What follows belongs to an exercise in optimizing a design on an open flow for small area, a short achievable clock period and few clock cycles; a production flow would make more cautious choices. RTL that was checked went through simulation tests only; none was proved equivalent to the original. For run 2, only the layout was checked, not whether the RTL still works. No activity file was given, so power comes from the tool's default toggle rates.

**design/flow/flow/run.sh**
```bash
#!/bin/bash
# Standard ORFS flow, with port buffers and timing repair free to use any
# buffer/gate size instead of only same-footprint swaps, and a clock tree
# built without dummy balancing loads.
set -euo pipefail
export CTS_ARGS="-sink_clustering_enable -repair_clock_nets -buf_list sky130_fd_sc_hd__clkbuf_4 -root_buf sky130_fd_sc_hd__clkbuf_16 -dont_use_dummy_load"
bash standard.sh MATCH_CELL_FOOTPRINT=0 "BUFFER_PORTS_ARGS=-buffer_cell sky130_fd_sc_hd__buf_2" finish > standard_flow.log 2>&1
```
**design/flow/standard.sh**
```bash
#!/bin/bash
# synth_recipe.tcl (not shown) runs the flow's synth.tcl, then flattens the netlist and writes it again
# the make line also repeats each setting of config.mk as NAME=value (left out here)
make -C /OpenROAD-flow-scripts/flow DESIGN_CONFIG=/design/flow/config.mk WORK_HOME=/design/flow/orfs CLKGATE_MAP_FILE= SYNTH_SCRIPT=/design/flow/synth_recipe.tcl "${@:-finish}"
```
**design/flow/config.mk**
```make
export PLATFORM = sky130hd
export DESIGN_NAME = LBP
export DESIGN_NICKNAME = LBP
export VERILOG_FILES = /design/flow/design.v
export SDC_FILE = /design/flow/constraint.sdc
export NUM_CORES = 4
export LEC_CHECK = 0
export CAP_MARGIN = 20
export CORE_MARGIN = 2
export CORE_UTILIZATION = 65
export CTS_BUF_LIST = sky130_fd_sc_hd__clkbuf_4
export SETUP_SLACK_MARGIN = 3
export SLEW_MARGIN = 20
```
**design/flow/constraint.sdc**
```tcl
create_clock -name core_clock -period 5.0 [get_ports {clk}]
set_input_delay 1.0000 -clock core_clock [delete_from_list [all_inputs] [get_ports {clk}]]
set_output_delay 1.0000 -clock core_clock [all_outputs]
set_load 0.01 [all_outputs]
```
**design/flow/design.v**
```verilog
`timescale 1ns/10ps
module LBP(
	clk,
	reset,
	gray_addr,
	gray_req,
	gray_ready,
	gray_data,
	lbp_addr,
	lbp_valid,
	lbp_data,
	finish
);
input clk;
input reset;
input gray_ready;
input [7:0] gray_data;
output [13:0] gray_addr;
output reg gray_req;
output reg [13:0] lbp_addr;
output reg lbp_valid;
output reg [7:0] lbp_data;
output reg finish;
localparam S  = 8;         
localparam H  = S - 2;     
localparam IW = 3;         
reg [6:0] row;
reg [6:0] col;
reg [IW-1:0] ri;           
assign gray_addr = {row, col};
wire col_end = (ri == S-1);
wire last    = (col == 7'd127) & (row == 7'd127);    
reg run;
always @(posedge clk) begin
	if (~run) begin
		row <= 7'd0;
		col <= 7'd0;
		ri  <= {IW{1'b0}};
	end
	else begin
		ri <= ri + 1'b1;                                    
		if (col_end) begin
			col <= col + 7'd1;
			if (col == 7'd127) row <= row - 7'd1;           
			else               row <= row - (S - 1);       
		end
		else row <= row + 7'd1;
	end
end
reg [7:0] p [1:S+1];
integer k;
always @(posedge clk) begin
	p[1] <= gray_data;
	for (k = 2; k <= S + 1; k = k + 1) p[k] <= p[k-1];
end
function ge8;
	input [7:0] a;
	input [7:0] b;
	integer j;
	reg r;
	begin
		r = 1'b1;
		for (j = 0; j < 8; j = j + 1)
			r = (a[j] & ~b[j]) | (a[j] & r) | (~b[j] & r);
		ge8 = r;
	end
endfunction
function [1:0] cmp8;
	input [7:0] a;
	input [7:0] b;
	integer j, w;
	reg [7:0] g, l;
	begin
		g = a & ~b;                
		l = ~a & b;                
		for (w = 1; w < 8; w = w * 2)
			for (j = 7; j >= 0; j = j - 2 * w) begin
				g[j] = g[j] | (~l[j] & g[j-w]);
				l[j] = l[j] | (~g[j] & l[j-w]);
			end
		cmp8 = {~l[7], ~g[7]};
	end
endfunction
wire [7:0] x = gray_data;
wire [7:0] c = p[S+1];
wire c_dr, x_ul;
assign {c_dr, x_ul} = cmp8(x, c);   
wire c_r   = ge8(p[1], c);     
wire c_ur  = ge8(p[2], c);     
wire c_d   = ge8(p[S], c);     
wire r_l   = ge8(c, p[1]);     
wire ur_dl = ge8(c, p[2]);     
wire d_u   = ge8(c, p[S]);     
reg       q1;
reg [1:0] q2;
reg [2:0] qm [3:S];
reg [3:0] qs1;
always @(posedge clk) begin
	q1    <= x_ul;
	q2    <= {r_l, q1};
	qm[3] <= {ur_dl, q2};
	for (k = 4; k <= S; k = k + 1) qm[k] <= qm[k-1];
	qs1   <= {d_u, qm[S]};
end
wire [7:0] code = {c_dr, c_d, qs1[2], c_r, qs1[1], c_ur, qs1[3], qs1[0]};
always @(posedge clk) begin
	lbp_data <= code;
	lbp_addr <= {row - 7'd1, col - 7'd1};
end
always @(posedge clk or posedge reset) begin
	if (reset) begin
		lbp_valid <= 1'b0;
		finish    <= 1'b0;
		gray_req  <= 1'b0;
		run       <= 1'b0;
	end
	else begin
		gray_req  <= gray_ready;
		run       <= gray_ready & ~finish;
		lbp_valid <= run & ~finish & (ri >= 2) & (col >= 7'd2);
		if (run & last) finish <= 1'b1;
	end
end
endmodule
```
==> metrics.md, run 1 <==
| Metric | Value |
|---|---|
| Routed len/inst | 12.9 µm |
| Min-Delay Path Class | flop to flop |
| Nets | 453 |
| Max-cap violation count | 0 |
| Via count | 2704 |
| H-tree depth | 4 |
| Worst-Margin Slew | 0.533 ns |
| Post-synthesis compound-gate area fraction | 6.94% |
| Drt pass-1 iters | 6 |
| Clock Tree Buf Depth | 2 |
| Root Buffer | clkbuf_16 |
| Drt drc | 0 |
| Largest family of logic cells by synthesized area | simple AND/OR/NAND/NOR gates |
| Netlist cell types | 47 |
| Layout cell share with drive strength beyond 1 | 23.1% |
| Hold WS | 0.310 ns |
| Num CTS Buffers | 17 |
| Chip height | 85.4 µm |
| Initial Utilization | 67.4% |
| Dpl cell area | 0.00462 mm² |
| Synth area leaders | dfxtp_1 (63%), maj3_1 (5.3%), nor2_1 (2.7%) |
| Hold Violations, Final | 0 |
| Critical Path AT | 2.21 ns |
| Max frequency | 515 MHz |
| Commonest non-fill, non-tap cell in the layout | dfxtp_1 |
| Initial antenna violation count | 0 |
| Largest net degree at the start of global routing | 21 |
| Die outline width | 85.4 µm |
| Synth Area in XOR/XNOR | 3.86% |
| Clock skew | 0.0207 ns |
| ANT cells | 0 |
| Die area | 0.00729 mm² |
| Most frequent cells in the layout | dfxtp_1 (121), buf_2 (49), nor2_1 (31), nand2_1 (26), inv_1 (19) |
| Final setup fails | 0 |
| CP Class | flop to flop |
| Pwr Density | 385 mW/mm² |
| R2r setup slk | 3.06 ns |
| Synthesized flop and latch total | 140 |
| Status | timing/DRC/antenna clean |
| CP Launch Point | p[8][0]$_DFF_P_ |
| Area of the mapped netlist | 0.00431 mm² |
| GPL Wtd Cong | 0.870 |
| Sinks on Clock Net | 140 |
| Max VDD drop | 333 µV |
| Fin Setup TNS | 0 ns |
| Mux share of post-synthesis cell area | 0.465% |
| Drt via density | 5.31 |
| YS warnings | 3 |
| Sw power | 408 µW |
| Avg Inst Size Synth | 11.5 µm² |
| Critical path launch point type | flop |
| Adder-cell share of the synthesized area | 9.50% |
| Reg2Reg Launch Point | p[8][0]$_DFF_P_ |
| CTS tree | yes |
| Final Cell Area | 0.00482 mm² |
| Syn Nets | 393 |
| Cell count of the worst reg-to-reg path | 6 |
| Yosys top cell area share | 63.2% |
| Clock power share | 26.4% |
| Final slew viol count | 0 |
| Ys flop type | dfxtp_1 |
| First-pass GRT wire length | 11000 µm |
| Top-level port count | 50 |
| RSZ-0062 raised after global routing | true |
| Syn-to-layout area delta | 11.9% |
| Wirelength, routed | 6550 µm |
| Part of the power in registers | 66.3% |
| Yosys top cell by area | dfxtp_1 |
| Design internal power | 1.45 mW |
| Slew headroom | 64.5% |
| # port buffers | 49 |
| Number of synthesized flops with an enable pin | 0 |
| Critical path endpoint | qs1[3]$_DFF_P_ |
| Reg-to-Reg End | qs1[3]$_DFF_P_ |
| Critical path endpoint category | flop |
| Leak | 2.05 nW |
| Clock latency on the worst-skew pair | 0.33 ns |
| Largest fanout on the critical path | 3 |
| Synth async-reset ratio | 2.86% |
| CTS clk-pin slew, worst paths | 0.09 ns |
| Cells after Synth | 374 |
| Gate power share | 7.3% |
| Post-synthesis sequential area ratio | 65.5% |
| Tot GR Track Use | 19.5% |
| Std-Cell Rows | 29 |
| Core Area | 0.00639 mm² |
| Minimum clock period | 1.94 ns |
| DR iter-0 viols | 116 |
| Fin crit share | 38.8% |
| Synth Area in Simple Gates | 11.0% |
| Final HPWL DP | 4570 µm |
| Final antenna-violating net count | 0 |
| Global route overflow | 0 |
| Number of global-route vias before repair | 2510 |
| Sw frac | 22.0% |
| WP data required | 5.27 ns |
[layout make-up]
type	instances	area (µm²)
multi-input combinational	203	1390
fill	435	1570
timing repair buffer	51	260
inverter	21	78.8
tap	77	96.3
clock buffer	17	145
sequential	140	2850
[layer usage]
metal	part of all wire, %	vias to the layer above	track usage, %
met5	0	-	0
met4	1.7	0	9.52
met3	5.0	10	6.23
met2	48	78	31.5
met1	45	1247	23.7
li1	-	1369	-
[stage by stage]
stage	cells	power, mW	utilization (%)	worst slack [ns]
final	509	1.86	75.5	3.06
after global routing	509	1.95	75.5	2.98
after CTS	509	1.87	75.1	3.00
after detailed placement	490	1.39	72.3	2.70
after global placement	490	1.38	72.3	2.72
after floorplan	374	1.34	-	2.86
[worst min-delay path by stage]
stage                          start                  end  slack, ns  depth (start not counted)
detailed placement  qm[4][1]$_DFF_P_     qm[5][1]$_DFF_P_       0.31                          0
CTS                  p[6][3]$_DFF_P_      p[7][3]$_DFF_P_       0.31                          0
finish               p[6][3]$_DFF_P_      p[7][3]$_DFF_P_       0.31                          0
global route         p[6][3]$_DFF_P_      p[7][3]$_DFF_P_       0.32                          0
floorplan             qs1[0]$_DFF_P_  lbp_data[0]$_DFF_P_       0.31                          0
global placement    qm[8][1]$_DFF_P_       qs1[1]$_DFF_P_       0.31                          0
[logic make-up (layout without fill, tap and decap cells)]
family,count (synthesis),count (layout)
muxes,2,2
adders and majority gates,38,38
and+or+nand+nor,99,99
buffers and inverters,31,89
DFF,140,140
AOI/OAI and AO/OA,45,45
xor gates and xnor gates,19,19
[flip-flops by register name (all words and copies together), names as in the netlist]
| signal | cells |
|---|---|
| p | 72 |
| qm | 18 |
| lbp_addr | 14 |
| lbp_data | 8 |
| col | 7 |
| row | 7 |
| qs1 | 4 |
| ri | 3 |
| q2 | 2 |
| finish | 1 |
| gray_req | 1 |
| lbp_valid | 1 |
| q1 | 1 |
| run | 1 |
[synth_stat cells, types with 2 or more instances]
cell and n:
a21oi_1 10, a31oi_1 4, and2b_1 2, clkbuf_1 10, dfrtp_1 4, dfxtp_1 136
ha_1 8, inv_1 19, maj3_1 23, maj3_2 7, mux2i_1 2, nand2_1 26
nand2b_1 9, nand3_1 5, nand4_1 4, nor2_1 31, nor2b_1 7, nor3_1 6
o211ai_1 4, o21a_1 2, o21ai_0 9, o22ai_1 3, or3_1 2, xnor2_1 9
xor2_1 10
[power by group through the flow]
| stage | clock [mW] | combinational (mW) | sequential [mW] |
|---|---|---|---|
| 2_1_floorplan | 0 | 0.0839 | 1.26 |
| 3_3_place_gp | 0 | 0.131 | 1.25 |
| 3_5_place_dp | 0 | 0.134 | 1.26 |
| 4_1_cts | 0.502 | 0.137 | 1.23 |
| 5_1_grt | 0.553 | 0.152 | 1.24 |
| 6_report | 0.489 | 0.136 | 1.23 |
[worst max-delay path, stage by stage (launching register included)]
cell,delay (ns)
dfxtp_2,0.33
nor2b_1,0.13
maj3_2,0.31
maj3_2,0.31
maj3_2,0.31
a2111o_1,0.37
a21boi_1,0.12
[what timing repair did]
item	in CTS	in global routing
setup buffers	2	0
hold buffers	0	0
gates resized for setup	14	10
endpoints found under the setup margin	14	9
pin swaps	1	8
Testbench counts, summed over its fixed seeds: cycles 64,518.
==> run 2: changes to the inputs <==
--- a/design/flow/design.v
+++ b/design/flow/design.v
@@ -30,9 +30,8 @@
 assign gray_addr = {row, col};
 wire col_end = (ri == S-1);
 wire last    = (col == 7'd127) & (row == 7'd127);    
-reg run;
 always @(posedge clk) begin
-	if (~run) begin
+	if (~gray_req) begin
 		row <= 7'd0;
 		col <= 7'd0;
 		ri  <= {IW{1'b0}};
@@ -112,13 +111,11 @@
 		lbp_valid <= 1'b0;
 		finish    <= 1'b0;
 		gray_req  <= 1'b0;
-		run       <= 1'b0;
 	end
 	else begin
 		gray_req  <= gray_ready;
-		run       <= gray_ready & ~finish;
-		lbp_valid <= run & ~finish & (ri >= 2) & (col >= 7'd2);
-		if (run & last) finish <= 1'b1;
+		lbp_valid <= gray_req & ~finish & (ri >= 2) & (col >= 7'd2);
+		if (gray_req & last) finish <= 1'b1;
 	end
 end
 endmodule
==> metrics.md, run 2 <==
| Metric | Value |
|---|---|
| Status | timing/DRC/antenna clean |
| Yosys top cell area share | 61.4% (-1.8 points) |
| Post-synth top cells | dfxtp_1 (136), nand2b_1 (25), nor2_1 (23) |
| Fin crit share | 38.7% (-0.19 points) |
| Dpl ws | 2.76 ns (+0.0570 ns) |
| Minimum clock period | 1.93 ns (-0.00961 ns) |
| # port buffers | 49 (unchanged) |
| Num CTS Buffers | 17 (unchanged) |
| Root Buffer | clkbuf_16 |
| Wirelength, routed | 7530 µm (+15%) |
| Regs by FF count | p: 72 flops, qm: 18 flops, lbp_addr: 14 flops |
| Cells after Synth | 397 (+6.1%) |
| ANT cells | 0 (unchanged) |
| Ys flop type | dfxtp_1 |
| Most frequent cells in the layout | dfxtp_1 (124), buf_2 (49), nand2b_1 (25), nor2_1 (23), nand2_1 (22) |
| Drt pass-1 iters | 5 (-1) |
| Leak | 2.07 nW (+1.1%) |
| Top-level port count | 50 (unchanged) |
| Worst Path Buf+Inv | 1 (+1) |
| Sw frac | 22.7% (+0.66 points) |
| Routed len/inst | 14.1 µm (+9.6%) |
| H-tree depth | 4 (unchanged) |
| Commonest non-fill, non-tap cell in the layout | dfxtp_1 |
| Design internal power | 1.44 mW (-0.63%) |
| Pwr Density | 378 mW/mm² (-1.9%) |
| Sinks on Clock Net | 139 (-0.71%) |
| Crit path largest cell delay | 0.45 ns (+0.08 ns) |
| CTS clk-pin slew, worst paths | 0.11 ns (+0.02 ns) |
| CP Cell Sequence | buf_2 |
| CTS tree | yes |
| Final Core Density | 73.7% (-1.7 points) |
| Number of flip-flops in the largest register | 72 (unchanged) |
| Largest Register | p |
| Number of synthesized flops with an enable pin | 0 (unchanged) |
| Initial antenna violation count | 0 (unchanged) |
| GRT Max-Usage Layer | met2 |
| Via count | 2977 (+10%) |
| WP data required | 4.00 ns (-1.27 ns) |
| Max VDD drop | 336 µV (+1.0%) |
| Yosys top cell by area | dfxtp_1 |
| Critical path endpoint category | output port |
| Global routing met2 resource utilization | 36.0% (+4.5 points) |
| GPL Wtd Cong | 0.847 (-2.6%) |
| Synthesized flop and latch total | 139 (-0.71%) |
| Post-synthesis sequential area ratio | 63.1% (-2.5 points) |
| Max-cap violation count | 0 (unchanged) |
| Drt drc | 0 (unchanged) |
| Die area | 0.00750 mm² (+2.8%) |
| Dpl cell area | 0.00474 mm² (+2.7%) |
| Slew headroom | 65.4% (+0.93 points) |
| Part of the power in registers | 66.0% (-0.3 points) |
| First-pass GRT wire length | 12300 µm (+12%) |
| Nets | 475 (+4.9%) |
| Met3 global-route usage | 8.29% (+2.1 points) |
| Top-count cell post-synth | dfxtp_1 |
| Netlist cell types | 58 (+23%) |
| Chip height | 86.6 µm (+1.4%) |
| YS warnings | 3 (unchanged) |
| Critical Path AT | 0.93 ns (-1.28 ns) |
| Global route overflow | 0 (unchanged) |
| Final slew viol count | 0 (unchanged) |
| Std-Cell Rows | 30 (+3.4%) |
| Clock power share | 26.4% (about the same) |
| Syn-to-layout area delta | 11.1% |
| Initial Utilization | 66.4% (-1.1 points) |
| Area of the mapped netlist | 0.00443 mm² (+3.0%) |
| Synth async-reset ratio | 2.16% (-0.70 points) |
| Gate power share | 7.6% (+0.3 points) |
| Max frequency | 517 MHz (+0.50%) |
| M1 GR Usage | 24.9% (+1.2 points) |
| Fin Setup TNS | 0 ns (unchanged) |
| DR iter-0 viols | 80 (-31%) |
| Final Cell Area | 0.00493 mm² (+2.2%) |
| RSZ-0062 raised after global routing | false |
| Final WS setup | 3.07 ns (+0.00961 ns) |
| Final HPWL DP | 5180 µm (+13%) |
| Crit path max-delay cell type | dfrtp_2 |
| Final setup fails | 0 (unchanged) |
| Critical path launch point type | flop |
| Drt via density | 5.57 (+4.9%) |
| Number of global-route vias before repair | 2751 (+9.6%) |
| Largest net degree at the start of global routing | 19 (-9.5%) |
| CP Class | flop to output port |
| Layout cell share with drive strength beyond 1 | 19.2% (-4.0 points) |
| Largest fanout on the critical path | 6 (+3) |
| Synth area leaders | dfxtp_1 (61%), nand2b_1 (3.5%), xor2_1 (2.4%) |
| Cts hold-fix bufs | 0 (unchanged) |
| Die outline width | 86.6 µm (+1.4%) |
| Critical path's top delay family | flip-flops |
| Final antenna-violating net count | 0 (unchanged) |
| Sw power | 422 µW (+3.2%) |
| Clock skew | 0.0292 ns (+0.00852 ns) |
| Hold Violations, Final | 0 (unchanged) |
| Avg Inst Size Synth | 11.2 µm² (-3.0%) |
| Tot GR Track Use | 21.7% (+2.1 points) |
| Clock latency on the worst-skew pair | 0.35 ns (+0.02 ns) |
| Min-Delay Path Class | flop to flop |
| Clock Tree Buf Depth | 2 (unchanged) |
| Core Area | 0.00668 mm² (+4.6%) |
| Syn Nets | 416 (+5.9%) |
| Worst-Margin Slew | 0.506 ns (-0.0265 ns) |
[run 2: layout make-up]
cell class / instances / area (µm²)
clock buffers: 17 / 145
fillers: 501 / 1760
inverters: 23 / 86.3
multi-input cells: 226 / 1520
flip-flops and latches: 139 / 2830
well taps: 80 / 100
repair buffers: 49 / 245
[run 2: power by group through the flow]
stage | clock network [mW] | registers, mW | logic, mW
final | 0.491 | 1.23 | 0.141
after floorplan | 0 | 1.25 | 0.0841
after CTS | 0.510 | 1.23 | 0.141
after detailed placement | 0 | 1.25 | 0.140
after global routing | 0.558 | 1.24 | 0.158
after global placement | 0 | 1.25 | 0.137
[run 2: metal layers]
metal	up-vias	wire, µm
met2	99	3790
met5	-	0
met3	15	415
met1	1383	3190
li1	1480	-
met4	0	131
[run 2: repair_timing]
item / CTS / global route
hold endpoints to repair: 0 / 0
buffers inserted: 0 / 0
gates resized for setup: 11 / 10
endpoints found under the setup margin: 12 / 11
[run 2: cell families (layout without fill, tap and decap cells)]
kind of cell | Yosys count | after routing | synth area share [%]
DFF | 139 | 139 | 63.1
AOI/OAI and AO/OA | 60 | 60 | 9.93
xor gates and xnor gates | 18 | 18 | 3.56
adders and majority gates | 18 | 18 | 4.51
and+or+nand+nor | 126 | 126 | 15.1
muxes | 4 | 4 | 0.903
buffers and inverters | 32 | 89 | 2.88
[run 2: worst paths after layout]
kind / endpoint / startpoint / depth (start not counted) / slack [ns]
worst max-delay path: gray_req / gray_req$_DFF_PP0_ / 1 / 3.07
worst min-delay path: p[5][5]$_DFF_P_ / p[4][5]$_DFF_P_ / 0 / 0.31
worst max register to register: row[4]$_SDFF_PN0_ / col[0]$_SDFFE_PN0P_ / 6 / 3.12
worst min register to register: p[5][5]$_DFF_P_ / p[4][5]$_DFF_P_ / 0 / 0.31
max in group asynchronous: gray_req$_DFF_PP0_ / reset / 2 / 4.35
min in group asynchronous: finish$_DFFE_PP0P_ / reset / 2 / 0.52
[run 2: per-stage QoR]
step	total power [mW]	hold slack, ns	std cells
after floorplan	1.34	0.310	397
after detailed placement	1.40	0.312	517
final	1.86	0.306	534
after CTS	1.88	0.304	534
after global routing	1.95	0.308	534
after global placement	1.39	0.310	517
==> run 3: changes to the inputs <==
--- a/design/flow/design.v
+++ b/design/flow/design.v
@@ -64,29 +64,13 @@
 		ge8 = r;
 	end
 endfunction
-function [1:0] cmp8;
-	input [7:0] a;
-	input [7:0] b;
-	integer j, w;
-	reg [7:0] g, l;
-	begin
-		g = a & ~b;                
-		l = ~a & b;                
-		for (w = 1; w < 8; w = w * 2)
-			for (j = 7; j >= 0; j = j - 2 * w) begin
-				g[j] = g[j] | (~l[j] & g[j-w]);
-				l[j] = l[j] | (~g[j] & l[j-w]);
-			end
-		cmp8 = {~l[7], ~g[7]};
-	end
-endfunction
 wire [7:0] x = gray_data;
 wire [7:0] c = p[S+1];
-wire c_dr, x_ul;
-assign {c_dr, x_ul} = cmp8(x, c);   
+wire c_dr  = ge8(x,    c);     
 wire c_r   = ge8(p[1], c);     
 wire c_ur  = ge8(p[2], c);     
 wire c_d   = ge8(p[S], c);     
+wire x_ul  = ge8(c, x);        
 wire r_l   = ge8(c, p[1]);     
 wire ur_dl = ge8(c, p[2]);     
 wire d_u   = ge8(c, p[S]);     
==> metrics.md, run 3 <==
| Metric | Value |
|---|---|
| Top-level port count | 50 (unchanged) |
| Root Buffer | clkbuf_16 |
| Yosys top cell area share | 62.2% (+0.79 points) |
| CTS clk-pin slew, worst paths | 0.10 ns (about the same) |
| DR iter-0 viols | 71 (-11%) |
| Final antenna-violating net count | 0 (unchanged) |
| GPL Wtd Cong | 0.814 (-3.9%) |
| Commonest non-fill, non-tap cell in the layout | dfxtp_1 |
| Critical Path AT | 2.23 ns (+1.30 ns) |
| Final setup fails | 0 (unchanged) |
| Tot GR Track Use | 19.9% (-1.8 points) |
| Initial Utilization | 68.2% (+1.8 points) |
| Cells after Synth | 377 (-5.0%) |
| Number of global-route vias before repair | 2590 (-5.9%) |
| YS warnings | 3 (unchanged) |
| Synth area leaders | dfxtp_1 (62%), maj3_1 (2.7%), xor2_1 (2.6%) |
| Avg Inst Size Synth | 11.6 µm² (+4.0%) |
| Die area | 0.00741 mm² (-1.2%) |
| Number of synthesized flops with an enable pin | 0 (unchanged) |
| Top-count cell post-synth | dfxtp_1 |
| Pwr Density | 378 mW/mm² (+0.13%) |
| Synth Area in Simple Gates | 12.4% (-2.7 points) |
| Dpl cells | 493 (-4.6%) |
| Std-Cell Rows | 29 (-3.3%) |
| Final slew viol count | 0 (unchanged) |
| Max VDD drop | 316 µV (-6.0%) |
| Minimum clock period | 1.98 ns (+0.0433 ns) |
| Yosys top cell by area | dfxtp_1 |
| Status | timing/DRC/antenna clean |
| Die outline width | 86.1 µm (-0.61%) |
| Wirelength, routed | 6870 µm (-8.8%) |
| Num CTS Buffers | 17 (unchanged) |
| Postcts setup bufs | 0 (unchanged) |
| Fin crit share | 39.5% (+0.87 points) |
| Number of flip-flops in the largest register | 72 (unchanged) |
| Syn Nets | 396 (-4.8%) |
| Critical path endpoint category | flop |
| Routed len/inst | 13.5 µm (-4.5%) |
| Global route overflow | 0 (unchanged) |
| Critical path launch point type | input port |
| Largest fanout on the critical path | 4 (-2) |
| Syn-to-layout area delta | 11.1% (about the same) |
| Core Area | 0.00642 mm² (-3.9%) |
| Max frequency | 506 MHz (-2.2%) |
| Clock Tree Buf Depth | 2 (unchanged) |
| # port buffers | 49 (unchanged) |
| Sinks on Clock Net | 139 (unchanged) |
| Post-synth top cells | dfxtp_1 (136), inv_1 (20), nor2_1 (19) |
| Nets | 454 (-4.4%) |
| Post-synthesis sequential area ratio | 63.9% (+0.81 points) |
| Most frequent cells in the layout | dfxtp_1 (125), buf_2 (49), inv_1 (20), nor2_1 (19), nand2_1 (18) |
| Initial antenna violation count | 0 (unchanged) |
| ANT cells | 0 (unchanged) |
| Mux share of post-synthesis cell area | 1.14% (+0.24 points) |
| CTS tree | yes |
| Synthesized flop and latch total | 139 (unchanged) |
| Adder-cell share of the synthesized area | 7.09% (+2.6 points) |
| Clock latency on the worst-skew pair | 0.36 ns (about the same) |
| Fin Setup TNS | 0 ns (unchanged) |
| Min-Delay Path Class | flop to flop |
| Clock skew | 0.0343 ns (+0.00505 ns) |
| Area of the mapped netlist | 0.00438 mm² (-1.3%) |
| Largest family of logic cells by synthesized area | simple AND/OR/NAND/NOR gates |
| Drt drc | 0 (unchanged) |
| Final HPWL DP | 4830 µm (-6.9%) |
| RSZ-0062 raised after global routing | true |
| Finished Layout Cells | 510 (-4.5%) |
| Synth async-reset ratio | 2.16% (unchanged) |
| Chip height | 86.1 µm (-0.61%) |
| Via count | 2760 (-7.3%) |
| Max-cap violation count | 0 (unchanged) |
| Netlist cell types | 42 (-28%) |
| Worst-Margin Slew | 0.481 ns (-0.0250 ns) |
| Ys flop type | dfxtp_1 |
| Leak | 2.08 nW (+0.41%) |
| Drt via density | 5.41 (-2.9%) |
| H-tree depth | 4 (unchanged) |
| WP data required | 5.25 ns (+1.25 ns) |
| CP Class | input port to flop |
| Cts hold-fix bufs | 0 (unchanged) |
| Post-synthesis compound-gate area fraction | 9.26% (-0.67 points) |
| First-pass GRT wire length | 11200 µm (-9.0%) |
| Largest net degree at the start of global routing | 17 (-2) |
| Drt pass-1 iters | 4 (-1) |
| Largest Register | p |
| Layout cell share with drive strength beyond 1 | 21.5% (+2.3 points) |
| Hold Violations, Final | 0 (unchanged) |
| Slew headroom | 67.9% (+2.5 points) |
| Synth Area in XOR/XNOR | 3.60% (+0.046 points) |
| Regs by FF count | p: 72 flops, qm: 18 flops, lbp_addr: 14 flops |
==> run 3: changes by cell type in the layout (fill, tap and decap cells not counted), moves of 4 or more <==
cell / previous run / this run
a21oi_1: 10 / 4
nand2_1: 22 / 18
nand2b_1: 25 / 15
or2b_1: 0 / 7
nand3_1: 8 / 1
maj3_2: 0 / 8
nand4_1: 8 / 3
nor2_1: 23 / 19
a211oi_1: 1 / 7
==> run 3: worst paths after layout <==
| path | depth (start not counted) | endpoint | start | slack, ns |
|---|---|---|---|---|
| worst min register to register | 0 | qm[8][2]$_DFF_P_ | qm[7][2]$_DFF_P_ | 0.31 |
| max in group asynchronous | 2 | gray_req$_DFF_PP0_ | reset | 4.35 |
| min in group asynchronous | 2 | lbp_valid$_DFF_PP0_ | reset | 0.51 |
| worst min-delay path | 0 | qm[8][2]$_DFF_P_ | qm[7][2]$_DFF_P_ | 0.31 |
| worst max register to register | 6 | row[5]$_SDFF_PN0_ | col[1]$_SDFFE_PN0P_ | 3.15 |
| worst max-delay path | 6 | q1$_DFF_P_ | gray_data[0] | 3.02 |
==> run 3: final cells by class <==
type | count | area [µm²]
flip-flops and latches | 139 | 2820
multi-input cells | 208 | 1490
repair buffers | 49 | 245
inverters | 20 | 75.1
well taps | 77 | 96.3
clock buffers | 17 | 145
fillers | 472 | 1560
==> run 3: worst max-delay path: stages <==
cell	delay, ns
buf_2	0.11
nor2b_1	0.13
maj3_2	0.30
a31o_1	0.19
maj3_2	0.30
a221oi_2	0.20
==> run 3: kinds of logic (layout without fill, tap and decap cells) <==
family / after synthesis / count (layout)
buffers and inverters: 30 / 86
multiplexers: 5 / 5
AO/OA/AOI/OAI: 54 / 54
flip-flops: 139 / 139
XOR/XNOR: 18 / 18
adder cells (fa/ha/maj): 28 / 28
AND/OR/NAND/NOR: 103 / 103
==> run 3: layer usage <==
| layer | GRT usage [%] | part of all wire [%] | up-vias | routed length [µm] |
|---|---|---|---|---|
| met5 | 0 | 0 | - | 0 |
| met2 | 34.7 | 51 | 82 | 3470 |
| met1 | 21.6 | 42 | 1268 | 2860 |
| met3 | 6.45 | 5.9 | 14 | 406 |
| met4 | 10.1 | 2.0 | 0 | 137 |
| li1 | - | - | 1396 | - |
==> run 3: what timing repair did <==
action,4_1_cts,5_1_grt
cloned,0,0
endpoints found under the setup margin,10,8
gates resized for setup,10,7
==> run 3: metrics by stage <==
stage / hold slack, ns / total power, mW / cell area [µm²] / setup slack (ns) / utilization [%]
after floorplan: 0.310 / 1.33 / 4390 / 2.87 / -
after global placement: 0.310 / 1.37 / 4690 / 2.72 / 73.0
after detailed placement: 0.312 / 1.38 / 4690 / 2.69 / 73.0
after CTS: 0.315 / 1.86 / 4850 / 3.02 / 75.5
after global routing: 0.322 / 1.93 / 4860 / 2.98 / 75.7
final: 0.310 / 1.84 / 4860 / 3.02 / 75.7
==> run 3: where the power goes <==
group | switching, mW | total (mW) | internal (mW) | leakage, nW
sequential | 0.0340 | 1.22 | 1.19 | 1.18
combinational | 0.0709 | 0.134 | 0.0630 | 0.811
clock | 0.300 | 0.485 | 0.186 | 0.0859
Testbench counts of run 3, summed over its fixed seeds: cycles 64,518.
==> run 4: changes to the inputs <==
==> design/flow/flow/run.sh (replaced) <==
#!/bin/bash
# Standard ORFS flow, with port buffers and timing repair free to use any
# buffer/gate size instead of only same-footprint swaps, and a clock tree
# built without dummy balancing loads.
set -euo pipefail
export CTS_ARGS="-sink_clustering_enable -repair_clock_nets -buf_list {sky130_fd_sc_hd__clkbuf_4 sky130_fd_sc_hd__clkbuf_8} -root_buf sky130_fd_sc_hd__clkbuf_16 -dont_use_dummy_load"
bash standard.sh MATCH_CELL_FOOTPRINT=0 "BUFFER_PORTS_ARGS=-buffer_cell sky130_fd_sc_hd__buf_2" finish > standard_flow.log 2>&1
==> metrics.md, run 4 <==
| Metric | Value |
|---|---|
| Wirelength, routed | 7060 µm (+2.8%) |
| YS warnings | 3 (unchanged) |
| H-tree depth | 4 (unchanged) |
| Final slew viol count | 0 (unchanged) |
| Avg Inst Size Synth | 11.6 µm² (unchanged) |
| Layout cell share with drive strength beyond 1 | 21.2% (-0.23 points) |
| # port buffers | 49 (unchanged) |
| Drt via density | 5.43 (+0.33%) |
| Critical path launch point type | input port |
| Number of global-route vias before repair | 2615 (+0.97%) |
| Synth async-reset ratio | 2.16% (unchanged) |
| Global route overflow | 0 (unchanged) |
| RSZ-0062 raised after global routing | true |
| Number of synthesized flops with an enable pin | 0 (unchanged) |
| Yosys top cell by area | dfxtp_1 |
| Largest fanout on the critical path | 4 (unchanged) |
| Final HPWL DP | 4830 µm (unchanged) |
| Fin Setup TNS | 0 ns (unchanged) |
| Tot GR Track Use | 20.5% (+0.55 points) |
| Initial Utilization | 68.2% (unchanged) |
| Final WS setup | 3.04 ns (+0.0131 ns) |
| Critical Path AT | 2.23 ns (about the same) |
| Syn-to-layout area delta | 13.3% |
| Num CTS Buffers | 17 (unchanged) |
| Std-Cell Rows | 29 (unchanged) |
| Clock skew | 0.0223 ns (-0.0120 ns) |
| Ys flop type | dfxtp_1 |
| Commonest non-fill, non-tap cell in the layout | dfxtp_1 |
| Largest Register | p |
| Yosys top cell area share | 62.2% (unchanged) |
| Multi-input logic area | 0.00149 mm² (unchanged) |
| Area of the mapped netlist | 0.00438 mm² (unchanged) |
| Routed len/inst | 13.8 µm (+2.8%) |
| FF/Latch Area | 0.00281 mm² (-0.13%) |
| Top-count cell post-synth | dfxtp_1 |
| Drt drc | 0 (unchanged) |
| Minimum clock period | 1.96 ns (-0.0131 ns) |
| Sinks on Clock Net | 139 (unchanged) |
| Hold Violations, Final | 0 (unchanged) |
| ANT cells | 0 (unchanged) |
| Drt pass-1 iters | 4 (unchanged) |
| Chip height | 86.1 µm (unchanged) |
| Leak | 2.12 nW (+2.0%) |
| Cells after Synth | 377 (unchanged) |
| Final setup fails | 0 (unchanged) |
| Clock latency on the worst-skew pair | 0.36 ns (about the same) |
| Cts hold-fix bufs | 0 (unchanged) |
| Synthesized flop and latch total | 139 (unchanged) |
| Post-synth top cells | dfxtp_1 (136), inv_1 (20), nor2_1 (19) |
| Synth area leaders | dfxtp_1 (62%), maj3_1 (2.7%), xor2_1 (2.6%) |
| Max frequency | 509 MHz (+0.67%) |
| Critical path endpoint category | flop |
| First-pass GRT wire length | 11400 µm (+1.8%) |
| Initial antenna violation count | 0 (unchanged) |
| Core Area | 0.00642 mm² (unchanged) |
| Most frequent cells in the layout | dfxtp_1 (126), buf_2 (49), inv_1 (20), nor2_1 (19), nand2_1 (18) |
| Dpl ws | 2.69 ns (unchanged) |
| Syn Nets | 396 (unchanged) |
| Worst-Margin Slew | 0.495 ns (+0.0139 ns) |
| WP data required | 5.26 ns (about the same) |
| Fin crit share | 39.3% (-0.26 points) |
| Top-level port count | 50 (unchanged) |
| Slew headroom | 67.0% (-0.93 points) |
| Final antenna-violating net count | 0 (unchanged) |
| Regs by FF count | p: 72 flops, qm: 18 flops, lbp_addr: 14 flops |
| Min-Delay Path Class | flop to flop |
| Nets | 454 (unchanged) |
| Netlist cell types | 42 (unchanged) |
| Number of flip-flops in the largest register | 72 (unchanged) |
| Status | timing/DRC/antenna clean |
| Die area | 0.00741 mm² (unchanged) |
| Post-synthesis sequential area ratio | 63.9% (unchanged) |
| CTS clk-pin slew, worst paths | 0.07 ns (-0.03 ns) |
| Max-cap violation count | 0 (unchanged) |
| Final Cell Area | 0.00496 mm² (+2.0%) |
| Pwr Density | 403 mW/mm² (+6.7%) |
| Max VDD drop | 238 µV (-25%) |
| Total power | 2.00 mW (+8.8%) |
| CP Class | input port to flop |
| DR iter-0 viols | 102 (+44%) |
| Dpl cell area | 0.00469 mm² (unchanged) |
| Via count | 2769 (+0.33%) |
| Largest net degree at the start of global routing | 17 (unchanged) |
| Filler Cells Inserted | 451 (-4.4%) |
| GPL Wtd Cong | 0.814 (unchanged) |
| Die outline width | 86.1 µm (unchanged) |
| CTS tree | yes |
| Root Buffer | clkbuf_16 |
| Clock Tree Buf Depth | 2 (unchanged) |
[run 4: layout make-up]
class                   count  area share (%)
flip-flops and latches    139            56.7
multi-input cells         208            29.9
repair buffers             49            4.94
clock buffers              17            4.94
inverters                  20            1.51
well taps                  77            1.94
[run 4: where the power goes]
group	switching [mW]	total [mW]	internal, mW
Sequential	0.0342	1.22	1.19
Combinational	0.0712	0.134	0.0630
Clock	0.326	0.645	0.319
[run 4: path summary, 6_finish.rpt]
kind	start	endpoint	slack, ns	cells past startpoint
setup / recovery	gray_data[0]	q1$_DFF_P_	3.04	6
max in group asynchronous	reset	gray_req$_DFF_PP0_	4.35	2
hold / removal	qm[7][2]$_DFF_P_	qm[8][2]$_DFF_P_	0.31	0
setup reg to reg	col[1]$_SDFFE_PN0P_	row[5]$_SDFF_PN0_	3.14	6
hold reg to reg	qm[7][2]$_DFF_P_	qm[8][2]$_DFF_P_	0.31	0
min in group asynchronous	reset	lbp_valid$_DFF_PP0_	0.50	2
[run 4: cell families after synthesis]
kind of cell	Yosys count	synth area share, %
AO/OA/AOI/OAI	54	9.26
XOR/XNOR	18	3.60
adder cells (fa/ha/maj)	28	7.09
buffers and inverters	30	2.63
flip-flops	139	63.9
multiplexers	5	1.14
AND/OR/NAND/NOR	103	12.4
[run 4: repair_timing]
item | 4_1_cts | 5_1_grt
resized for setup | 9 | 6
pin swaps | 0 | 1
cloned | 0 | 0
buffers inserted | 0 | 0
setup endpoints to repair | 9 | 7
[run 4: metal layers]
| metal | up-vias | global-route usage (%) | routed length [µm] |
|---|---|---|---|
| li1 | 1397 | - | - |
| met1 | 1281 | 21.8 | 2970 |
| met2 | 76 | 36.0 | 3600 |
| met3 | 15 | 7.03 | 344 |
| met4 | 0 | 9.96 | 145 |
| met5 | - | 0 | 0 |
[run 4: per-stage QoR]
step                cells  utilization [%]  hold WS [ns]
detailed placement    493             73.0         0.312
floorplan             377                -         0.310
global route          510             77.2         0.323
CTS                   510             77.0         0.316
global placement      493             73.0         0.310
finish                510             77.2         0.313
[run 4: critical path, stage by stage]
cell and delay [ns]:
buf_2 0.11, nor2b_1 0.13, maj3_2 0.30, a31o_1 0.19
maj3_2 0.30, a221oi_2 0.20
==> run 5: changes to the inputs <==
==> design/flow/flow/run.sh (replaced) <==
#!/bin/bash
# Standard ORFS flow, with port buffers and timing repair free to use any
# buffer/gate size instead of only same-footprint swaps, and a clock tree
# built without dummy balancing loads.
set -euo pipefail
export CTS_ARGS="-sink_clustering_enable -repair_clock_nets -buf_list sky130_fd_sc_hd__clkbuf_4 -root_buf sky130_fd_sc_hd__clkbuf_8 -dont_use_dummy_load"
bash standard.sh MATCH_CELL_FOOTPRINT=0 "BUFFER_PORTS_ARGS=-buffer_cell sky130_fd_sc_hd__buf_2" finish > standard_flow.log 2>&1
==> metrics.md, run 5 <==
| Metric | Value |
|---|---|
| Crit path max-delay cell type | dfxtp_4 |
| # port buffers | 49 (unchanged) |
| Final slew viol count | 0 (unchanged) |
| Sw frac | 22.3% (+0.78 points) |
| Initial Utilization | 68.2% (unchanged) |
| Max-cap violation count | 0 (unchanged) |
| Std-Cell Rows | 29 (unchanged) |
| Synth area leaders | dfxtp_1 (62%), maj3_1 (2.7%), xor2_1 (2.6%) |
| R2r setup slk | 3.15 ns (about the same) |
| Number of flip-flops in the largest register | 72 (unchanged) |
| Worst Path Buf+Inv | 1 (unchanged) |
| Fin crit share | 38.8% (-0.42 points) |
| Max VDD drop | 316 µV (+33%) |
| Min-Delay Path Class | flop to flop |
| Syn-to-layout area delta | 12.3% |
| Final setup fails | 0 (unchanged) |
| Clock skew | 0.0362 ns (+0.0139 ns) |
| GPL Wtd Cong | 0.814 (unchanged) |
| Yosys top cell area share | 62.2% (unchanged) |
| Fin Setup TNS | 0 ns (unchanged) |
| RSZ-0062 raised after global routing | false |
| Critical path's top delay family | flip-flops |
| Regs by FF count | p: 72 flops, qm: 18 flops, lbp_addr: 14 flops |
| Final Cell Area | 0.00491 mm² (-0.93%) |
| Critical path endpoint category | output port |
| Status | timing/DRC/antenna clean |
| CP Class | flop to output port |
| Die outline width | 86.1 µm (unchanged) |
| Area of the mapped netlist | 0.00438 mm² (unchanged) |
| ANT cells | 0 (unchanged) |
| Finished Layout Cells | 516 (+1.2%) |
| Tot GR Track Use | 19.9% (-0.61 points) |
| Chip height | 86.1 µm (unchanged) |
| Drt pass-1 iters | 5 (+1) |
| Worst-Margin Slew | 0.475 ns (-0.0196 ns) |
| DR iter-0 viols | 60 (-41%) |
| Nets | 460 (+1.3%) |
| Gate power share | 7.6% (+0.9 points) |
| Slew headroom | 68.3% (+1.3 points) |
| Top-level port count | 50 (unchanged) |
| Filler Cells Inserted | 462 (+2.4%) |
| Cells after Synth | 377 (unchanged) |
| Ys flop type | dfxtp_1 |
| Max frequency | 515 MHz (+1.1%) |
| Crit path largest cell delay | 0.41 ns (+0.11 ns) |
| Dpl cells | 493 (unchanged) |
| Largest family of logic cells by synthesized area | simple AND/OR/NAND/NOR gates |
| Clock Tree Buf Depth | 2 (unchanged) |
| Netlist cell types | 42 (unchanged) |
| Drt via density | 5.43 (about the same) |
| Leak | 2.11 nW (-0.53%) |
| Top-count cell post-synth | dfxtp_1 |
| Post-synthesis sequential area ratio | 63.9% (unchanged) |
| Avg Inst Size Synth | 11.6 µm² (unchanged) |
| Synth Area in XOR/XNOR | 3.60% (unchanged) |
| Sw power | 406 µW (-5.7%) |
| Num CTS Buffers | 17 (unchanged) |
| Post-synth top cells | dfxtp_1 (136), inv_1 (20), nor2_1 (19) |
| WP data required | 4.00 ns (-1.26 ns) |
| Initial antenna violation count | 0 (unchanged) |
| YS warnings | 3 (unchanged) |
| Root Buffer | clkbuf_8 |
| Adder-cell share of the synthesized area | 7.09% (unchanged) |
| Clock latency on the worst-skew pair | 0.41 ns (+0.05 ns) |
| Number of synthesized flops with an enable pin | 0 (unchanged) |
| Syn Nets | 396 (unchanged) |
| Wirelength, routed | 6890 µm (-2.4%) |
| Layout cell share with drive strength beyond 1 | 23.2% (+2.0 points) |
| Pwr Density | 371 mW/mm² (-8.1%) |
| Synth Area in Simple Gates | 12.4% (unchanged) |
| Die area | 0.00741 mm² (unchanged) |
| Clock power share | 25.7% (-6.5 points) |
| Total power | 1.82 mW (-9.0%) |
| Largest fanout on the critical path | 11 (+7) |
| Core Area | 0.00642 mm² (unchanged) |
| Part of the power in registers | 66.7% (+5.6 points) |
| Hold Violations, Final | 0 (unchanged) |
| Via count | 2802 (+1.2%) |
| Final Core Density | 76.5% (-0.72 points) |
| Sinks on Clock Net | 139 (unchanged) |
| Mux share of post-synthesis cell area | 1.14% (unchanged) |
| Drt drc | 0 (unchanged) |
| CP Cell Sequence | buf_2 |
| Final HPWL DP | 4830 µm (unchanged) |
| Dpl cell area | 0.00469 mm² (unchanged) |
| Synthesized flop and latch total | 139 (unchanged) |
| Final antenna-violating net count | 0 (unchanged) |
| H-tree depth | 4 (unchanged) |
| Largest Register | p |
| Global route overflow | 0 (unchanged) |
| Yosys top cell by area | dfxtp_1 |
| Post-synthesis compound-gate area fraction | 9.26% (unchanged) |
| Design internal power | 1.42 mW (-9.9%) |
| Minimum clock period | 1.94 ns (-0.0211 ns) |
| Number of global-route vias before repair | 2606 (-0.34%) |
| Critical path launch point type | flop |
| First-pass GRT wire length | 11200 µm (-1.9%) |
| CTS clk-pin slew, worst paths | 0.10 ns (+0.03 ns) |
| Critical Path AT | 0.94 ns (-1.29 ns) |
| Most frequent cells in the layout | dfxtp_1 (122), buf_2 (49), inv_1 (20), nor2_1 (19), nand2_1 (18) |
| Commonest non-fill, non-tap cell in the layout | dfxtp_1 |
| Largest net degree at the start of global routing | 17 (unchanged) |
| CTS tree | yes |
| Routed len/inst | 13.4 µm (-3.5%) |
| Synth async-reset ratio | 2.16% (unchanged) |
-- run 5: per-stage QoR --
step,hold slack (ns),setup WS (ns)
floorplan,0.310,2.87
global placement,0.310,2.72
detailed placement,0.312,2.69
CTS,0.315,2.97
global route,0.322,3.00
finish,0.314,3.06
-- run 5: power by group through the flow --
stage | sequential, mW | combinational [mW] | clock [mW]
2_1_floorplan | 1.25 | 0.0822 | 0
3_3_place_gp | 1.24 | 0.130 | 0
3_5_place_dp | 1.25 | 0.135 | 0
4_1_cts | 1.22 | 0.137 | 0.486
5_1_grt | 1.22 | 0.154 | 0.531
6_report | 1.22 | 0.138 | 0.468
-- run 5: per-layer routing --
layer / GRT usage, % / share of wire, % / wire length, µm / vias up
met1: 21.5 / 42 / 2890 / 1300
li1: - / - / - / 1410
met5: 0 / 0 / 0 / -
met4: 9.38 / 2.0 / 138 / 0
met2: 34.7 / 51 / 3510 / 77
met3: 6.74 / 5.2 / 358 / 15
-- run 5: cell type report --
class                      instances  area, µm²  share of cell area, %
inverter                          20       75.1                   1.53
clock buffer                      17        134                   2.72
timing repair buffer              55        290                   5.91
multi-input combinational        208       1490                   30.2
sequential                       139       2830                   57.7
tap                               77       96.3                   1.96
-- run 5: cell families (layout without fill, tap and decap cells) --
| group | Yosys count | in the layout |
|---|---|---|
| mux | 5 | 5 |
| buf+inv | 30 | 92 |
| compound gates | 54 | 54 |
| simple gates | 103 | 103 |
| xor+xnor | 18 | 18 |
| flops | 139 | 139 |
| fa+ha+maj | 28 | 28 |
-- run 5: worst paths after layout --
check | from | to | cells after the start
min | qm[7][2]$_DFF_P_ | qm[8][2]$_DFF_P_ | 0
max reg2reg | col[0]$_SDFFE_PN0P_ | row[5]$_SDFF_PN0_ | 6
max | row[3]$_SDFF_PN0_ | gray_addr[10] | 1
min reg2reg | qm[7][2]$_DFF_P_ | qm[8][2]$_DFF_P_ | 0
max in group asynchronous | reset | gray_req$_DFF_PP0_ | 2
min in group asynchronous | reset | lbp_valid$_DFF_PP0_ | 2
-- run 5: what timing repair did --
action / 4_1_cts / 5_1_grt
setup endpoints to repair: 15 / 8
gates resized for setup: 18 / 7
pin swaps: 0 / 0
hold buffers: 0 / 0
setup buffers: 1 / 5
==> run 6: changes to the inputs <==
==> design/flow/flow/run.sh (replaced) <==
#!/bin/bash
# Standard ORFS flow, with port buffers and timing repair free to use any
# buffer/gate size instead of only same-footprint swaps, and a clock tree
# built without dummy balancing loads.
set -euo pipefail
export CTS_ARGS="-sink_clustering_enable -repair_clock_nets -buf_list sky130_fd_sc_hd__clkbuf_4 -root_buf sky130_fd_sc_hd__clkbuf_16 -dont_use_dummy_load"
bash standard.sh MATCH_CELL_FOOTPRINT=0 "BUFFER_PORTS_ARGS=-buffer_cell sky130_fd_sc_hd__buf_1" finish > standard_flow.log 2>&1
--- a/design/flow/config.mk
+++ b/design/flow/config.mk
@@ -9,5 +9,5 @@
 export CORE_MARGIN = 2
 export CORE_UTILIZATION = 65
 export CTS_BUF_LIST = sky130_fd_sc_hd__clkbuf_4
-export SETUP_SLACK_MARGIN = 3
+export SETUP_SLACK_MARGIN = 3.1
 export SLEW_MARGIN = 20
==> metrics.md, run 6 <==
| Metric | Value |
|---|---|
| Most frequent cells in the layout | dfxtp_1 (121), buf_1 (32), inv_1 (20), nor2_1 (19), nand2_1 (18) |
| Slew headroom | 67.5% (-0.74 points) |
| Regs by FF count | p: 72 flops, qm: 18 flops, lbp_addr: 14 flops |
| Largest net degree at the start of global routing | 17 (unchanged) |
| First-pass GRT wire length | 11600 µm (+4.0%) |
| Num CTS Buffers | 17 (unchanged) |
| Global route overflow | 0 (unchanged) |
| Avg Inst Size Synth | 11.6 µm² (unchanged) |
| Tot GR Track Use | 20.7% (+0.86 points) |
| Drt drc | 0 (unchanged) |
| Minimum clock period | 1.95 ns (+0.00876 ns) |
| Chip height | 86.1 µm (unchanged) |
| Final setup fails | 0 (unchanged) |
| CTS clk-pin slew, worst paths | 0.09 ns (about the same) |
| Status | timing/DRC/antenna clean |
| Syn Nets | 396 (unchanged) |
| Syn-to-layout area delta | 14.5% |
| Std-Cell Rows | 29 (unchanged) |
| Wirelength, routed | 7260 µm (+5.4%) |
| GPL Wtd Cong | 0.824 (+1.2%) |
| Synth area leaders | dfxtp_1 (62%), maj3_1 (2.7%), xor2_1 (2.6%) |
| Largest Register | p |
| Number of global-route vias before repair | 2599 (-0.27%) |
| ANT cells | 0 (unchanged) |
| Worst-Margin Slew | 0.486 ns (+0.0111 ns) |
| Largest fanout on the critical path | 4 (-7) |
| Via count | 2814 (+0.43%) |
| Netlist cell types | 42 (unchanged) |
| Die outline width | 86.1 µm (unchanged) |
| RSZ-0062 raised after global routing | true |
| Total power | 1.84 mW (+0.94%) |
| Routed len/inst | 13.9 µm (+3.8%) |
| Max VDD drop | 313 µV (-0.87%) |
| Filler Cells Inserted | 427 (-7.6%) |
| CTS tree | yes |
| Synthesized flop and latch total | 139 (unchanged) |
| DR iter-0 viols | 72 (+20%) |
| Hold Violations, Final | 0 (unchanged) |
| Post-synthesis sequential area ratio | 63.9% (unchanged) |
| Number of flip-flops in the largest register | 72 (unchanged) |
| R2r setup slk | 3.20 ns (+0.05 ns) |
| Cts hold-fix bufs | 0 (unchanged) |
| Final HPWL DP | 4840 µm (+0.31%) |
| Initial antenna violation count | 0 (unchanged) |
| Leak | 2.10 nW (-0.55%) |
| Ys flop type | dfxtp_1 |
| Pwr Density | 367 mW/mm² (-1.0%) |
| Final slew viol count | 0 (unchanged) |
| CP Class | input port to flop |
| Number of synthesized flops with an enable pin | 0 (unchanged) |
| Clock Tree Buf Depth | 2 (unchanged) |
| Post-synth top cells | dfxtp_1 (136), inv_1 (20), nor2_1 (19) |
| Min-Delay Path Class | flop to flop |
| Sinks on Clock Net | 139 (unchanged) |
| Area of the mapped netlist | 0.00438 mm² (unchanged) |
| YS warnings | 3 (unchanged) |
| Critical path launch point type | input port |
| Yosys top cell by area | dfxtp_1 |
| Yosys top cell area share | 62.2% (unchanged) |
| Final antenna-violating net count | 0 (unchanged) |
| Critical Path AT | 2.20 ns (+1.26 ns) |
| Clock latency on the worst-skew pair | 0.36 ns (-0.05 ns) |
| Clock skew | 0.0371 ns (+0.000949 ns) |
| Cells after Synth | 377 (unchanged) |
| Commonest non-fill, non-tap cell in the layout | dfxtp_1 |
| Synth async-reset ratio | 2.16% (unchanged) |
| Drt via density | 5.37 (-1.1%) |
| # port buffers | 49 (unchanged) |
| Core Area | 0.00642 mm² (unchanged) |
| Die area | 0.00741 mm² (unchanged) |
| Top-count cell post-synth | dfxtp_1 |
| Max frequency | 513 MHz (-0.45%) |
| Top-level port count | 50 (unchanged) |
| WP data required | 5.25 ns (+1.25 ns) |
| Nets | 468 (+1.7%) |
| Root Buffer | clkbuf_16 |
| Initial Utilization | 68.2% (unchanged) |
| Fin crit share | 39.0% (+0.18 points) |
| Layout cell share with drive strength beyond 1 | 18.1% (-5.1 points) |
| Drt pass-1 iters | 4 (-1) |
| H-tree depth | 4 (unchanged) |
| Critical path endpoint category | flop |
| Max-cap violation count | 0 (unchanged) |
| Fin Setup TNS | 0 ns (unchanged) |
==> run 6: where the power goes <==
part           switching (mW)  total [mW]  internal [mW]  leakage [nW]
registers              0.0344        1.22           1.18          1.19
clock network           0.303       0.489          0.186        0.0859
logic                  0.0738       0.135         0.0611         0.824
==> run 6: path summary, 6_finish.rpt <==
| kind | from | end | cells after the start |
|---|---|---|---|
| min | p[6][5]$_DFF_P_ | p[7][5]$_DFF_P_ | 0 |
| min in group asynchronous | reset | lbp_valid$_DFF_PP0_ | 2 |
| max | gray_data[0] | q1$_DFF_P_ | 6 |
| max reg2reg | col[0]$_SDFFE_PN0P_ | row[6]$_SDFF_PN0_ | 7 |
| min reg2reg | p[6][5]$_DFF_P_ | p[7][5]$_DFF_P_ | 0 |
| max in group asynchronous | reset | gray_req$_DFF_PP0_ | 2 |
==> run 6: cell type report <==
cell class	instances	area (µm²)	area share [%]
timing repair buffer	63	335	6.69
inverter	20	75.1	1.50
sequential	139	2850	56.9
multi-input combinational	208	1510	30.1
clock buffer	17	145	2.90
tap	77	96.3	1.92
==> run 6: repair_timing <==
item / 4_1_cts / 5_1_grt
endpoints found under the setup margin: 20 / 19
gates resized for setup: 35 / 25
pin swaps: 0 / 2
setup buffers: 4 / 10
==> run 6: kinds of logic (layout without fill, tap and decap cells) <==
logic type | count (synthesis) | after routing | share of synthesized area (%)
AND/OR/NAND/NOR | 103 | 103 | 12.4
XOR/XNOR | 18 | 18 | 3.60
AO/OA/AOI/OAI | 54 | 54 | 9.26
buffers and inverters | 30 | 100 | 2.63
multiplexers | 5 | 5 | 1.14
adder cells (fa/ha/maj) | 28 | 28 | 7.09
flip-flops | 139 | 139 | 63.9
==> run 6: critical path, cell delays in order <==
cell and delay (ns):
clkbuf_2 0.11, nor2b_4 0.12, maj3_2 0.30, a31o_1 0.18, maj3_2 0.30, a221oi_2 0.19
==> run 6: routing by layer <==
metal  share of wire, %  global-route usage [%]  vias up  wire [µm]
li1                   -                       -     1429          -
met1                 42                    23.4     1286       3080
met2                 52                    35.9       93       3760
met3                4.9                    6.54        6        358
met4               0.87                    8.95        0         63
met5                  0                       0        -          0
==> run 6: metrics by stage <==
step / util (%) / std cells / setup WS (ns) / hold WS [ns] / cell area, µm²
floorplan: - / 377 / 2.87 / 0.310 / 4390
global placement: 72.0 / 493 / 2.72 / 0.310 / 4630
detailed placement: 72.0 / 493 / 2.70 / 0.312 / 4630
CTS: 75.7 / 514 / 3.01 / 0.311 / 4860
global route: 78.0 / 524 / 2.98 / 0.307 / 5010
finish: 78.0 / 524 / 3.05 / 0.310 / 5010
==> run 7: changes to the inputs <==
--- a/design/flow/config.mk
+++ b/design/flow/config.mk
@@ -9,5 +9,5 @@
 export CORE_MARGIN = 2
 export CORE_UTILIZATION = 65
 export CTS_BUF_LIST = sky130_fd_sc_hd__clkbuf_4
-export SETUP_SLACK_MARGIN = 3.1
+export SETUP_SLACK_MARGIN = 2.95
 export SLEW_MARGIN = 20
==> metrics.md, run 7 <==
| Metric | Value |
|---|---|
| Status | timing/DRC/antenna clean |
| Critical Path AT | 0.99 ns (-1.21 ns) |
| Clock latency on the worst-skew pair | 0.36 ns (about the same) |
| Synth async-reset ratio | 2.16% (unchanged) |
| Regs by FF count | p: 72 flops, qm: 18 flops, lbp_addr: 14 flops |
| Clock skew | 0.0391 ns (+0.00201 ns) |
| Slew headroom | 67.7% (+0.17 points) |
| Top-count cell post-synth | dfxtp_1 |
| Syn-to-layout area delta | 9.49% |
| Max VDD drop | 318 µV (+1.7%) |
| Largest Register | p |
| CTS tree | yes |
| Core Area | 0.00642 mm² (unchanged) |
| Netlist cell types | 42 (unchanged) |
| Global route overflow | 0 (unchanged) |
| Num CTS Buffers | 17 (unchanged) |
| Initial Utilization | 68.2% (unchanged) |
| CP Class | flop to output port |
| Crit path largest cell delay | 0.47 ns (+0.17 ns) |
| Synth area leaders | dfxtp_1 (62%), maj3_1 (2.7%), xor2_1 (2.6%) |
| Hold Violations, Final | 0 (unchanged) |
| Cells after Synth | 377 (unchanged) |
| Post-synthesis sequential area ratio | 63.9% (unchanged) |
| Sinks on Clock Net | 139 (unchanged) |
| Largest fanout on the critical path | 7 (+3) |
| Critical path's top delay family | flip-flops |
| Number of flip-flops in the largest register | 72 (unchanged) |
| Nets | 454 (-3.0%) |
| GPL Wtd Cong | 0.825 (+0.12%) |
| # port buffers | 49 (unchanged) |
| CTS clk-pin slew, worst paths | 0.10 ns (about the same) |
| WP data required | 4.00 ns (-1.25 ns) |
| ANT cells | 0 (unchanged) |
| Part of the power in registers | 66.5% (+0.4 points) |
| YS warnings | 3 (unchanged) |
| Syn Nets | 396 (unchanged) |
| Final Core Density | 74.6% (-3.4 points) |
| H-tree depth | 4 (unchanged) |
| Die outline width | 86.1 µm (unchanged) |
| Most frequent cells in the layout | dfxtp_1 (129), buf_1 (49), inv_1 (20), nor2_1 (19), nand2_1 (18) |
| Wirelength, routed | 6690 µm (-7.9%) |
| Largest net degree at the start of global routing | 17 (unchanged) |
| Max-cap violation count | 0 (unchanged) |
| Critical path launch point type | flop |
| Ys flop type | dfxtp_1 |
| Filler Cells Inserted | 478 (+12%) |
| Yosys top cell by area | dfxtp_1 |
| Clock power share | 26.6% (about the same) |
| Final setup fails | 0 (unchanged) |
| Final HPWL DP | 4750 µm (-1.8%) |
| Drt pass-1 iters | 4 (unchanged) |
| RSZ-0062 raised after global routing | false |
| Critical path endpoint category | output port |
| Commonest non-fill, non-tap cell in the layout | dfxtp_1 |
| Die area | 0.00741 mm² (unchanged) |
| Yosys top cell area share | 62.2% (unchanged) |
| Avg Inst Size Synth | 11.6 µm² (unchanged) |
| Final antenna-violating net count | 0 (unchanged) |
| Crit path max-delay cell type | dfxtp_1 |
| Fin crit share | 39.7% (+0.70 points) |
| Minimum clock period | 1.99 ns (+0.0350 ns) |
| Max frequency | 504 MHz (-1.8%) |
| Fin Setup TNS | 0 ns (unchanged) |
| Number of synthesized flops with an enable pin | 0 (unchanged) |
| Sw frac | 22.2% (-0.18 points) |
| Post-synth top cells | dfxtp_1 (136), inv_1 (20), nor2_1 (19) |
| R2r setup slk | 3.14 ns (-0.06 ns) |
| Layout cell share with drive strength beyond 1 | 9.24% (-8.9 points) |
| CP Cell Sequence | buf_1 |
| Routed len/inst | 13.1 µm (-5.4%) |
| Cts hold-fix bufs | 0 (unchanged) |
| FF/Latch Area | 0.00281 mm² (-1.5%) |
| Sw power | 407 µW (-0.98%) |
| Initial antenna violation count | 0 (unchanged) |
| Via count | 2744 (-2.5%) |
| Gate power share | 6.9% (-0.4 points) |
| Leak | 1.93 nW (-8.0%) |
| Synthesized flop and latch total | 139 (unchanged) |
| Tot GR Track Use | 20.2% (-0.51 points) |
| Top-level port count | 50 (unchanged) |
| Std-Cell Rows | 29 (unchanged) |
| Root Buffer | clkbuf_16 |
| Worst-Margin Slew | 0.484 ns (-0.00262 ns) |
| Drt drc | 0 (unchanged) |
| DR iter-0 viols | 107 (+49%) |
| Chip height | 86.1 µm (unchanged) |
| First-pass GRT wire length | 11400 µm (-2.2%) |
| Drt via density | 5.38 (+0.19%) |
| Min-Delay Path Class | flop to flop |
| Multi-input logic area | 0.00149 mm² (-1.7%) |
| Area of the mapped netlist | 0.00438 mm² (unchanged) |
| Number of global-route vias before repair | 2589 (-0.38%) |
| Final slew viol count | 0 (unchanged) |
| Worst Path Buf+Inv | 1 (unchanged) |
| Pwr Density | 383 mW/mm² (+4.4%) |
| Clock Tree Buf Depth | 2 (unchanged) |
| Design internal power | 1.43 mW (about the same) |
==> run 7: repair_timing <==
action,in CTS,in global routing
setup buffers,0,0
gates resized for setup,5,6
setup endpoints to repair,5,7
==> run 7: power by group through the flow <==
| stage | registers [mW] | clock network (mW) | logic, mW |
|---|---|---|---|
| 2_1_floorplan | 1.25 | 0 | 0.0822 |
| 3_3_place_gp | 1.24 | 0 | 0.124 |
| 3_5_place_dp | 1.25 | 0 | 0.127 |
| 4_1_cts | 1.22 | 0.502 | 0.128 |
| 5_1_grt | 1.23 | 0.550 | 0.143 |
| 6_report | 1.22 | 0.488 | 0.127 |
==> run 7: cell families after synthesis <==
family | after synthesis | share of synthesized area (%)
DFF | 139 | 63.9
and+or+nand+nor | 103 | 12.4
xor gates and xnor gates | 18 | 3.60
buffers and inverters | 30 | 2.63
adders and majority gates | 28 | 7.09
muxes | 5 | 1.14
AOI/OAI and AO/OA | 54 | 9.26
==> run 7: routing by layer <==
layer | track usage, % | vias to the layer above | wire (µm)
li1 | - | 1393 | -
met1 | 22.3 | 1251 | 2860
met2 | 34.9 | 85 | 3350
met3 | 6.45 | 15 | 345
met4 | 10.1 | 0 | 130
met5 | 0 | - | 0
==> run 7: final timing paths <==
| check | start | endpoint | cells after the start |
|---|---|---|---|
| worst min-delay path | qm[6][2]$_DFF_P_ | qm[7][2]$_DFF_P_ | 0 |
| worst min register to register | qm[6][2]$_DFF_P_ | qm[7][2]$_DFF_P_ | 0 |
| worst max-delay path | col[3]$_SDFFE_PN0P_ | gray_addr[3] | 1 |
| min in group asynchronous | reset | lbp_valid$_DFF_PP0_ | 2 |
| max in group asynchronous | reset | gray_req$_DFF_PP0_ | 2 |
| worst max register to register | col[1]$_SDFFE_PN0P_ | row[5]$_SDFF_PN0_ | 6 |
==> run 7: stage by stage <==
stage               hold WS (ns)  total power, mW  setup slack (ns)  cell area, µm²  cells
finish                     0.315             1.84              3.01            4790    510
global route               0.303             1.92              2.96            4790    510
floorplan                  0.310             1.33              2.87            4390    377
CTS                        0.307             1.85              2.96            4780    510
detailed placement         0.312             1.37              2.71            4630    493
global placement           0.310             1.37              2.72            4630    493
==> run 7: layout make-up <==
cell class,instances,area share (%)
Sequential cell,139,58.6
Multi-Input combinational cell,208,31.0
Timing Repair Buffer,49,3.84
Clock buffer,17,3.03
Tap cell,77,2.01
Inverter,20,1.57
==> run 8: changes to the inputs <==
--- a/design/flow/config.mk
+++ b/design/flow/config.mk
@@ -7,7 +7,7 @@
 export LEC_CHECK = 0
 export CAP_MARGIN = 20
 export CORE_MARGIN = 2
-export CORE_UTILIZATION = 65
+export CORE_UTILIZATION = 70
 export CTS_BUF_LIST = sky130_fd_sc_hd__clkbuf_4
-export SETUP_SLACK_MARGIN = 2.95
+export SETUP_SLACK_MARGIN = 3
 export SLEW_MARGIN = 20
==> metrics.md, run 8 <==
| Metric | Value |
|---|---|
| Drt drc | 0 (unchanged) |
| Via count | 2810 (+2.4%) |
| Max VDD drop | 340 µV (+6.8%) |
| Most frequent cells in the layout | dfxtp_1 (123), buf_1 (49), inv_1 (20), nor2_1 (19), nand2_1 (18) |
| Final antenna-violating net count | 0 (unchanged) |
| Hold path depth | 0 (unchanged) |
| Clock Tree Buf Depth | 2 (unchanged) |
| Slew headroom | 68.8% (+1.1 points) |
| Chip height | 83.1 µm (-3.5%) |
| Final slew viol count | 0 (unchanged) |
| Crit path largest cell delay | 0.31 ns (-0.16 ns) |
| YS warnings | 3 (unchanged) |
| Syn-to-layout area delta | 9.83% |
| Synth async-reset ratio | 2.16% (unchanged) |
| Total power | 1.84 mW (about the same) |
| Cell count of the worst reg-to-reg path | 7 (+1) |
| Clock latency on the worst-skew pair | 0.35 ns (about the same) |
| CTS tree | yes |
| Initial antenna violation count | 0 (unchanged) |
| Fin crit share | 39.6% (-0.094 points) |
| H-tree depth | 4 (unchanged) |
| GPL Wtd Cong | 0.778 (-5.7%) |
| Fin Setup TNS | 0 ns (unchanged) |
| Wirelength, routed | 7040 µm (+5.2%) |
| Drt via density | 5.53 (+2.8%) |
| Post-synth top cells | dfxtp_1 (136), inv_1 (20), nor2_1 (19) |
| Num CTS Buffers | 17 (unchanged) |
| Filler Cells Inserted | 380 (-21%) |
| Yosys top cell by area | dfxtp_1 |
| Status | timing/DRC/antenna clean |
| Layout cell share with drive strength beyond 1 | 10.6% (+1.4 points) |
| Sinks on Clock Net | 139 (unchanged) |
| Synth area leaders | dfxtp_1 (62%), maj3_1 (2.7%), xor2_1 (2.6%) |
| Leak | 1.93 nW (+0.19%) |
| First-pass GRT wire length | 11700 µm (+3.2%) |
| Pwr Density | 382 mW/mm² (-0.28%) |
| Number of global-route vias before repair | 2663 (+2.9%) |
| Avg Inst Size Synth | 11.6 µm² (unchanged) |
| Yosys top cell area share | 62.2% (unchanged) |
| Drt pass-1 iters | 4 (unchanged) |
| Number of synthesized flops with an enable pin | 0 (unchanged) |
| Clock skew | 0.0368 ns (-0.00234 ns) |
| Cts repair resizes | 11 (+6) |
| Die area | 0.00690 mm² (-6.8%) |
| Std-Cell Rows | 28 (-3.4%) |
| RSZ-0062 raised after global routing | true |
| CTS clk-pin slew, worst paths | 0.09 ns (about the same) |
| Tot GR Track Use | 21.8% (+1.6 points) |
| WP depth | 6 (+5) |
-- run 8: cell counts after synthesis --
Identical to the previous run, type by type.
-- run 8: worst paths after layout --
| kind | start | endpoint | slack (ns) |
|---|---|---|---|
| setup / recovery | gray_data[0] | q1$_DFF_P_ | 3.02 |
| hold / removal | p[4][3]$_DFF_P_ | p[5][3]$_DFF_P_ | 0.30 |
| setup reg to reg | ri[0]$_SDFF_PN0_ | row[2]$_SDFF_PN0_ | 3.07 |
| hold reg to reg | p[4][3]$_DFF_P_ | p[5][3]$_DFF_P_ | 0.30 |
| max in group asynchronous | reset | gray_req$_DFF_PP0_ | 4.36 |
| min in group asynchronous | reset | lbp_valid$_DFF_PP0_ | 0.47 |
-- run 8: metal layers --
metal | track usage, % | wire [µm] | vias to the layer above
met5 | 0 | 0 | -
met4 | 10.4 | 207 | 0
met3 | 7.75 | 383 | 24
met2 | 36.8 | 3530 | 96
met1 | 24.4 | 2910 | 1294
li1 | - | - | 1396
-- run 8: worst reg2reg max path, delay by kind of cell, from the launching register on --
kind | cells | cell delay (ns)
flip-flops | 1 | 0.36
multiplexers | 1 | 0.27
AND/OR/NAND/NOR | 2 | 0.35
buffers and inverters | 1 | 0.15
adder cells (fa/ha/maj) | 2 | 0.50
XOR/XNOR | 1 | 0.19
-- run 8: area by class of cell --
| cell class | count | area (µm²) | area share (%) |
|---|---|---|---|
| timing repair buffer | 49 | 184 | 3.83 |
| clock buffer | 17 | 145 | 3.02 |
| sequential | 139 | 2830 | 58.8 |
| multi-input combinational | 208 | 1490 | 30.9 |
| inverter | 20 | 75.1 | 1.56 |
| tap | 75 | 93.8 | 1.95 |
-- run 8: stage by stage --
stage,instance area (µm²),utilization (%),std cells,setup WS [ns],hold WS [ns]
after floorplan,4390,-,377,2.87,0.310
after global placement,4620,77.2,491,2.73,0.309
after detailed placement,4620,77.2,491,2.68,0.312
after CTS,4780,79.8,508,3.00,0.305
after global routing,4810,80.3,508,2.95,0.304
final,4810,80.3,508,3.02,0.303
-- run 8: report_power, final --
| group | internal, mW | total, mW | switching [mW] | leakage [nW] |
|---|---|---|---|---|
| clock network | 0.186 | 0.487 | 0.302 | 0.0859 |
| logic | 0.0564 | 0.128 | 0.0719 | 0.663 |
| registers | 1.19 | 1.22 | 0.0355 | 1.19 |
-- run 8: kinds of logic after synthesis --
kind of cell             count (synthesis)  share of synthesized area, %
XOR/XNOR                                18                          3.60
flip-flops                             139                          63.9
adder cells (fa/ha/maj)                 28                          7.09
AO/OA/AOI/OAI                           54                          9.26
multiplexers                             5                          1.14
buffers and inverters                   30                          2.63
AND/OR/NAND/NOR                        103                          12.4
